Source: an optimization exercise on an open RTL-to-GDS flow (aim: small area, a short achievable clock period and few clock cycles). Production flows keep margins and buffers that such runs may drop. The RTL was checked by simulation tests, not by an equivalence proof against the original design. No activity file was given, so power comes from the tool's default toggle rates.

===== design/flow/run.sh =====
#!/bin/bash
# synth_recipe.tcl (not shown) runs the flow's synth.tcl, then flattens the netlist and writes it again
# the make line also repeats each setting of config.mk as NAME=value (left out here)
make -C /OpenROAD-flow-scripts/flow DESIGN_CONFIG=/design/flow/config.mk WORK_HOME=/design/flow/orfs CLKGATE_MAP_FILE= SYNTH_SCRIPT=/design/flow/synth_recipe.tcl finish

===== design/flow/config.mk =====
export PLATFORM = sky130hd
export DESIGN_NAME = alu_add
export DESIGN_NICKNAME = alu_add
export VERILOG_FILES = /design/flow/design.v
export SDC_FILE = /design/flow/constraint.sdc
export NUM_CORES = 4
export LEC_CHECK = 0
export CAP_MARGIN = 20
export CORE_MARGIN = 2
export CORE_UTILIZATION = 40
export SLEW_MARGIN = 20

===== design/flow/constraint.sdc =====
create_clock -name core_clock -period 10.0 [get_ports {clk_i}]
set_input_delay 2.0000 -clock core_clock [delete_from_list [all_inputs] [get_ports {clk_i}]]
set_output_delay 2.0000 -clock core_clock [all_outputs]
set_load 0.01 [all_outputs]

===== design/flow/design.v =====
package calc_pkg;
    typedef struct packed {
        logic on;
        logic off;
        logic mem_rc;
        logic mem_sub;
        logic mem_add;
        logic op_percent;
        logic op_sqrt;
        logic op_div;
        logic op_mul;
        logic op_sub;
        logic op_add;
        logic op_eq;
        logic dot;
        logic num_1;
        logic num_2;
        logic num_3;
        logic num_4;
        logic num_5;
        logic num_6;
        logic num_7;
        logic num_8;
        logic num_9;
        logic num_0;
    } buttons_t;
    typedef enum logic [4:0] {
        B_NONE,          
        B_ON,            
        B_OFF,           
        B_MEM_RC,        
        B_MEM_SUB,       
        B_MEM_ADD,       
        B_OP_PERCENT,    
        B_OP_SQRT,       
        B_OP_DIV,        
        B_OP_MUL,        
        B_OP_SUB,        
        B_OP_ADD,        
        B_OP_EQ,         
        B_DOT,           
        B_NUM_1,         
        B_NUM_2,         
        B_NUM_3,         
        B_NUM_4,         
        B_NUM_5,         
        B_NUM_6,         
        B_NUM_7,         
        B_NUM_8,         
        B_NUM_9,         
        B_NUM_0,         
        B_UNKNOWN        
    } active_button_t;
    function automatic logic isNumberButton(active_button_t active_button);
        isNumberButton = ((active_button >= calc_pkg::B_NUM_1) && (active_button <= calc_pkg::B_NUM_0));
    endfunction
    function automatic logic isOpButton(active_button_t active_button);
        isOpButton = ((active_button >= calc_pkg::B_OP_DIV) && (active_button <= calc_pkg::B_OP_ADD));
    endfunction
    function automatic logic isEqButton(active_button_t active_button);
        isEqButton = (active_button == calc_pkg::B_OP_EQ);
    endfunction
    function automatic logic isDotButton(active_button_t active_button);
        isDotButton = (active_button == calc_pkg::B_DOT);
    endfunction
    typedef logic [3:0] bcd_t;
    function automatic logic [6:0] bcd2segments(bcd_t bcd);
        unique case (bcd)
            4'd0: bcd2segments = 7'b1111110;
            4'd1: bcd2segments = 7'b0110000;
            4'd2: bcd2segments = 7'b1101101;
            4'd3: bcd2segments = 7'b1111001;
            4'd4: bcd2segments = 7'b0110011;
            4'd5: bcd2segments = 7'b1011011;
            4'd6: bcd2segments = 7'b1011111;
            4'd7: bcd2segments = 7'b1110000;
            4'd8: bcd2segments = 7'b1111111;
            4'd9: bcd2segments = 7'b1111011;
            default: bcd2segments = 7'bxxxxxxx;
        endcase
    endfunction
    typedef enum logic [1:0] {
        OP_NONE,
        OP_ADD,
        OP_MUL,
        OP_DIV
    } op_t;
    function automatic op_t button2op(active_button_t active_button);
        unique case (active_button)
            calc_pkg::B_OP_DIV: button2op = calc_pkg::OP_DIV;
            calc_pkg::B_OP_MUL: button2op = calc_pkg::OP_MUL;
            calc_pkg::B_OP_SUB: button2op = calc_pkg::OP_ADD;
            calc_pkg::B_OP_ADD: button2op = calc_pkg::OP_ADD;
            default: button2op = calc_pkg::OP_NONE;
        endcase
    endfunction
    function automatic bcd_t button2bcd(active_button_t active_button);
        unique case (active_button)
            calc_pkg::B_NUM_1: button2bcd = 1;
            calc_pkg::B_NUM_2: button2bcd = 2;
            calc_pkg::B_NUM_3: button2bcd = 3;
            calc_pkg::B_NUM_4: button2bcd = 4;
            calc_pkg::B_NUM_5: button2bcd = 5;
            calc_pkg::B_NUM_6: button2bcd = 6;
            calc_pkg::B_NUM_7: button2bcd = 7;
            calc_pkg::B_NUM_8: button2bcd = 8;
            calc_pkg::B_NUM_9: button2bcd = 9;
            calc_pkg::B_NUM_0: button2bcd = 0;
            default: button2bcd = 0;
        endcase
    endfunction
    parameter NumDigits = 8;
    typedef logic unsigned [$clog2(NumDigits)-1:0] exponent_t;
    typedef struct packed {
        logic error;
        logic sign;
        exponent_t exponent;
        bcd_t [NumDigits-1:0] significand;
    } num_t;
    function automatic num_t neg(num_t num);
        neg = num;
        neg.sign = !num.sign;
    endfunction
endpackage
module alu_add (
    input   logic           clk_i,
    input   logic           rst_i,
    input   logic [36:0]    left_i,      
    input   logic [36:0]    right_i,     
    output  logic           in_ready_o,
    input   logic           in_valid_i,
    output  logic [36:0]    result_o,    
    input   logic           out_ready_i,
    output  logic           out_valid_o
);
typedef enum logic [1:0] {
    S_IDLE,
    S_NORMALIZE,
    S_ADD,
    S_RENORMALIZE
} state_t;
state_t state_d, state_q;
logic [$clog2(calc_pkg::NumDigits):0] counter_d, counter_q;
logic in_ready_d, in_ready_q;
logic out_valid_d, out_valid_q;
assign out_valid_o = out_valid_q;
assign in_ready_o = in_ready_q;
calc_pkg::num_t left_d, left_q;
calc_pkg::num_t right_d, right_q;
calc_pkg::num_t result_d, result_q;
calc_pkg::bcd_t result_extra_d, result_extra_q;
logic carryborrow_d, carryborrow_q;
assign result_o = out_valid_q ? result_q : '0;
logic [4:0] nibble_sum;
always_comb begin
    nibble_sum = 'x;
    carryborrow_d = carryborrow_q;
    if (state_q != S_ADD) begin
        carryborrow_d = 0;
    end else if (left_q.sign == right_q.sign) begin
        nibble_sum =
            left_q.significand[counter_q]
            + right_q.significand[counter_q]
            + 4'(carryborrow_q);
        if (nibble_sum >= 10) begin
            nibble_sum += 6;
        end
        carryborrow_d = nibble_sum[4];
    end else begin
        if (left_q.significand > right_q.significand) begin
            nibble_sum =
                6'(left_q.significand[counter_q])
                - 6'(right_q.significand[counter_q])
                - 6'(carryborrow_q);
        end else begin
            nibble_sum =
                6'(right_q.significand[counter_q])
                - 6'(left_q.significand[counter_q])
                - 6'(carryborrow_q);
        end
        carryborrow_d = nibble_sum[4];
        if ($signed(nibble_sum) < 0) begin
            nibble_sum += 10;
        end
    end
end
always_comb begin
    state_d = state_q;
    out_valid_d = out_valid_q;
    in_ready_d = in_ready_q;
    counter_d = counter_q;
    left_d = left_q;
    right_d = right_q;
    result_d = result_q;
    result_extra_d = result_extra_q;
    unique case (state_q)
        S_IDLE: begin
            result_d = '0;
            if (in_valid_i) begin
                left_d = left_i;
                right_d = right_i;
                state_d = S_NORMALIZE;
                in_ready_d = 0;
            end
        end
        S_NORMALIZE: begin
            if (left_q.exponent < right_q.exponent) begin
                left_d.significand = (left_q.significand >> 4);
                left_d.exponent++;
            end else if (left_q.exponent > right_q.exponent) begin
                right_d.significand = (right_q.significand >> 4);
                right_d.exponent++;
            end else begin
                state_d = S_ADD;
                counter_d = 0;
            end
        end
        S_ADD: begin
            result_d.exponent = left_q.exponent;
            if (left_q.sign == right_q.sign) begin
                result_extra_d = carryborrow_d;
            end
            if (left_q.significand > right_q.significand) begin
                result_d.sign = left_q.sign;
            end else begin
                result_d.sign = right_q.sign;
            end
            result_d.significand[counter_q] = 4'(nibble_sum);
            counter_d++;
            if (counter_d == calc_pkg::NumDigits) begin
                state_d = S_RENORMALIZE;
            end
        end
        S_RENORMALIZE: begin
            if (result_extra_q != '0) begin  
                result_extra_d = '0;
                result_d.significand = ({result_extra_q, result_q.significand} >> 4);
                result_d.exponent++;
                if (result_d.exponent == 0)
                    result_d.error = 1;
            end else if ((result_q.exponent != 0) && (result_q.significand[calc_pkg::NumDigits-1] == 0)) begin  
                result_d.significand = (result_q.significand << 4);
                result_d.exponent--;
            end else begin  
                out_valid_d = 1;
                if (result_d.significand == 0)
                    result_d.sign = 0;
                if (out_valid_q && out_ready_i) begin
                    state_d = S_IDLE;
                    out_valid_d = 0;
                    in_ready_d = 1;
                    result_d = '0;
                end
            end
        end
    endcase
end
always_ff @(posedge clk_i) begin
    if (rst_i) begin
        state_q <= S_IDLE;
        out_valid_q <= 0;
        in_ready_q <= 1;
        counter_q <= '0;
        left_q <= '0;
        right_q <= '0;
        result_q <= '0;
        result_extra_q <= '0;
        carryborrow_q <= 0;
    end else begin
        state_q <= state_d;
        out_valid_q <= out_valid_d;
        in_ready_q <= in_ready_d;
        counter_q <= counter_d;
        left_q <= left_d;
        right_q <= right_d;
        result_q <= result_d;
        result_extra_q <= result_extra_d;
        carryborrow_q <= carryborrow_d;
    end
end
endmodule

==> flow_metrics.py <==
metrics = {
    "setup_path": {
        "worst-setup-path-type": "register to register",
        "crit_family": "adder cells",
        "cp-start-kind": "register",
        "critPathArrivalTime_ps": 5070,
        "crit_cells": 15,
        "cp.buffers_inverters": 2,
        "critPathRequiredTime_ps": 10350,
        "end_kind": "register",
        "cp_slowest_cell": "dfxtp_1",
        "crit_path_cell_trace": "buf_4, mux4_2, nand2_1, nand2_1, nand2_1, inv_1, fa_1, fa_1, mux2_2, ha_1, o31ai_1, xor2_1, a21o_1, o2111ai_1, a31oi_1",
        "crit_path_max_fanout": 19,
        "path_common_cell": "nand2_1",
        "crit_path_max_incr_delay_ps": 690,
        "r2r_cells": 15,
    },
    "sta": {
        "fin_setup_tns_ps": 0,
        "slew_headroom": 0.269,
        "finalMaxSlewViolations": 0,
        "min_period_over_period": 0.472,
        "hold_violations": 0,
        "fmax_mhz": 212,
        "setup-violations-final": 0,
        "period_minus_slack_ps": 4720,
        "hold_ws_ps": 473,
        "worstMarginPinSlew_ps": 1100,
        "skew_ps": 11.9,
        "rsz0062_at_grt": "no",
    },
    "cells_and_area": {
        "drive_above_1_share": 0.0674,
        "finalNonFillerCells": 1373,
        "area_delta_synth_final_pct": 23.3,
        "fin_area_um2": 10400,
        "diodes": 0,
        "final_nets": 1234,
        "n_fill_cell": 1987,
    },
    "floorplanning": {
        "pin_count": 117,
        "die_y_um": 150,
        "core_um2": 20900,
        "die_area_um2": 22400,
        "start_util": 0.406,
        "rows": 53,
        "die_w_um": 150,
    },
    "global_routing": {
        "grt_max_degree": 92,
        "grt_remaining_overflow": 0,
        "grt_pass1_vias": 7493,
        "grt_use_total": 0.227,
        "grt_first_pass_wirelength_um": 40300,
        "grt_antenna_before_repair": 0,
    },
    "synthesis": {
        "synthAdderAreaFrac": 0.109,
        "yosys.area_share.simple": 0.166,
        "synth_flop_cell": "dfxtp_1",
        "yosysWarnings": 1,
        "async_flop_share": 0,
        "syn-num-nets": 1158,
        "ys_types": 59,
        "synth_xor_area_frac": 0.0196,
        "synth-compound-area-share": 0.235,
        "syn_area_um2": 8470,
        "synth_top_family_by_area": "compound AO/OA/AOI/OAI gates",
        "synth_enable_flop_cells": 0,
        "ys_seq_elements": 119,
        "syn_inst": 1010,
        "synth_mux_area_frac": 0.128,
        "syn_area_per_cell_um2": 8.39,
        "ys_seq_area_frac": 0.281,
    },
    "placed_design": {
        "placedCellCount": 1341,
        "io_buffers": 114,
        "placed_area_um2": 9820,
        "place_congestion": 0.864,
        "place_hpwl_um": 17700,
    },
    "power_and_ir_drop": {
        "leakage_uw": 0.00396,
        "ir_worst_vdd_mv": 0.190,
        "power_uw": 3320,
        "powerDensity_nw_per_um2": 318,
    },
    "clock_tree": {
        "insertion_delay_ps": 420,
        "clk_path_buf_depth": 2,
        "cts_tree": "built",
        "numCtsBuffers": 17,
        "post_cts_buffers": 0,
        "clk_pin_slew_ps": 60,
        "htree_num_levels": 4,
        "cts_resized": 0,
        "ctsHoldBuffers": 0,
        "cts-root-buf": "clkbuf_16",
        "cts.sinks": 119,
    },
    "route": {
        "wl_per_cell_um": 18.0,
        "drc": 0,
        "num_vias": 7947,
        "wirelength_um": 24800,
        "drt-pass1-iter-count": 5,
        "viasPerCell": 5.79,
        "ant_nets": 0,
        "first_iter_violations": 525,
    },
    "run_status": {
        "status": "finished clean",
    },
    "worst_hold_path": {
        "holdPathStages": 2,
        "min-delay-path-class": "register to register",
    },
    "job": {
        "max_cap_viol_count": 0,
    },
}
## worst reg2reg max path, cell delays in order, from the launching register on
cell and delay, ps:
dfxtp_1 690, buf_4 380, mux4_2 560, nand2_1 100, nand2_1 70, nand2_1 100
inv_1 80, fa_1 470, fa_1 510, mux2_2 290, ha_1 220, o31ai_1 310
xor2_1 200, a21o_1 340, o2111ai_1 140, a31oi_1 200
## placed cells by master, fill, tap and decap left out, types with 4 or more instances in the layout
master,count
ha_1,63
a21oi_1,47
fa_1,6
and2_1,41
a22o_1,5
o21ai_0,45
xnor2_1,10
bufinv_16,4
nor2_1,97
mux4_2,16
or3_1,4
buf_4,11
inv_1,64
dfxtp_1,119
o2111ai_1,16
o22ai_1,9
a21o_1,6
nor4_1,10
clkdlybuf4s50_1,113
and3_1,4
nand3_1,24
clkbuf_16,17
a211oi_1,66
nand4_1,11
a221oi_1,18
xor2_1,9
a221o_1,11
mux2i_1,67
nand2b_1,15
a31oi_1,20
nor2b_1,5
a22oi_1,14
nand2_1,63
nor3_1,10
## area by class of cell
type,instances,area [um2],area share
Clock buffer,19,443,0.0424
Clock inverter,12,175,0.0168
Inverter,65,244,0.0234
Multi-Input combinational cell,757,5630,0.538
Sequential cell,119,2380,0.228
Tap cell,275,344,0.0329
Timing Repair Buffer,126,1230,0.118
## sequential cells by signal, indices dropped and copies added, names as in the netlist
register        flops
right_q            36
counter_q           4
out_valid_q         1
state_q             2
in_ready_q          1
result_extra_q      1
left_q             36
result_q           37
carryborrow_q       1
## through the flow
stage / util / worst slack, ps
after floorplan: - / 5890
final: 0.500 / 5280
after global placement: 0.470 / 5290
after CTS: 0.499 / 5210
after global routing: 0.500 / 4810
after detailed placement: 0.470 / 5260
## cell families (layout without fill, tap and decap cells)
group | after synthesis | count (layout)
xor gates and xnor gates | 19 | 19
AOI/OAI and AO/OA | 288 | 288
and+or+nand+nor | 293 | 293
buffers and inverters | 134 | 222
DFF | 119 | 119
muxes | 87 | 87
adders and majority gates | 70 | 70
## synthesized netlist by cell type, types with 4 or more instances
| cell | count | area (um2) |
|---|---|---|
| xor2_1 | 9 | 78.8 |
| mux2i_1 | 67 | 671 |
| a21oi_1 | 50 | 250 |
| nor3_1 | 10 | 50.1 |
| nand2b_1 | 15 | 93.8 |
| buf_2 | 6 | 30.0 |
| a221oi_1 | 18 | 158 |
| and3_1 | 4 | 25.0 |
| buf_1 | 4 | 15.0 |
| a21o_1 | 6 | 45.0 |
| nor4_1 | 10 | 62.6 |
| ha_1 | 64 | 801 |
| dfxtp_1 | 119 | 2380 |
| nand3_1 | 24 | 120 |
| clkbuf_1 | 57 | 214 |
| a22o_1 | 5 | 43.8 |
| and2_1 | 41 | 257 |
| nor2_1 | 97 | 364 |
| o2111ai_1 | 16 | 140 |
| inv_1 | 64 | 240 |
| a211oi_1 | 66 | 495 |
| xnor2_1 | 10 | 87.6 |
| o22ai_1 | 9 | 56.3 |
| nand2_1 | 63 | 236 |
| or3_1 | 4 | 25.0 |
| a31oi_1 | 20 | 125 |
| nand4_1 | 11 | 68.8 |
| o21ai_0 | 45 | 225 |
| mux4_2 | 16 | 360 |
| a22oi_1 | 14 | 105 |
| nor2b_1 | 5 | 31.3 |
| a221o_1 | 11 | 110 |
| fa_1 | 6 | 120 |
## power by group
part	internal (uW)	switching, uW	leakage, uW
sequential	632	220	0.000981
clock	421	232	0.000295
combinational	742	1070	0.00269
total	1800	1520	0.00396
## worst paths after layout
kind | startpoint | end | slack, ps
max reg2reg | counter_q[0]$_SDFFE_PP0P_ | result_q[19]$_SDFFE_PP0P_ | 5280
min reg2reg | result_q[35]$_SDFFE_PP0P_ | result_q[35]$_SDFFE_PP0P_ | 470
max | counter_q[0]$_SDFFE_PP0P_ | result_q[19]$_SDFFE_PP0P_ | 5280
min | result_q[35]$_SDFFE_PP0P_ | result_q[35]$_SDFFE_PP0P_ | 470
## layer usage
layer / global-route usage / up-vias / share of wire
met5: 0 / - / 0
met4: 0.0638 / 0 / 0.017
met1: 0.310 / 3762 / 0.47
met3: 0.0409 / 32 / 0.050
li1: - / 3892 / -
met2: 0.366 / 261 / 0.46
Testbench counts, summed over its fixed seeds: cycles 50,936.

afterwards: timing with drivers on the ports:
The flow's constraints put no driver on any port. The routed layout listed below was extracted and timed again, unchanged, in two steps. Step 1, drivers: a clkbuf_16 drives clk_i and a buf_2 each remaining input, both assumed. Step 2 adds t to the input delays and takes it off the output delays; t is the mean of the earliest and latest rising clock arrival at the registers after step 1. Input paths then give back, and output paths get back, about the clock's delay inside the block. a / b / c = no drivers / after step 1 / after step 2; a / b = the first two.
shift t [ns]: 0.462
setup slack, ns: 5.277 / 5.277 / 5.277
clock arrival spread, ns: 0.013 / 0.012
After both steps setup and hold are still met in this run. For this run, drivers alone change the setup slack by 0.000 ns; drivers and shift together by 0.000 ns.
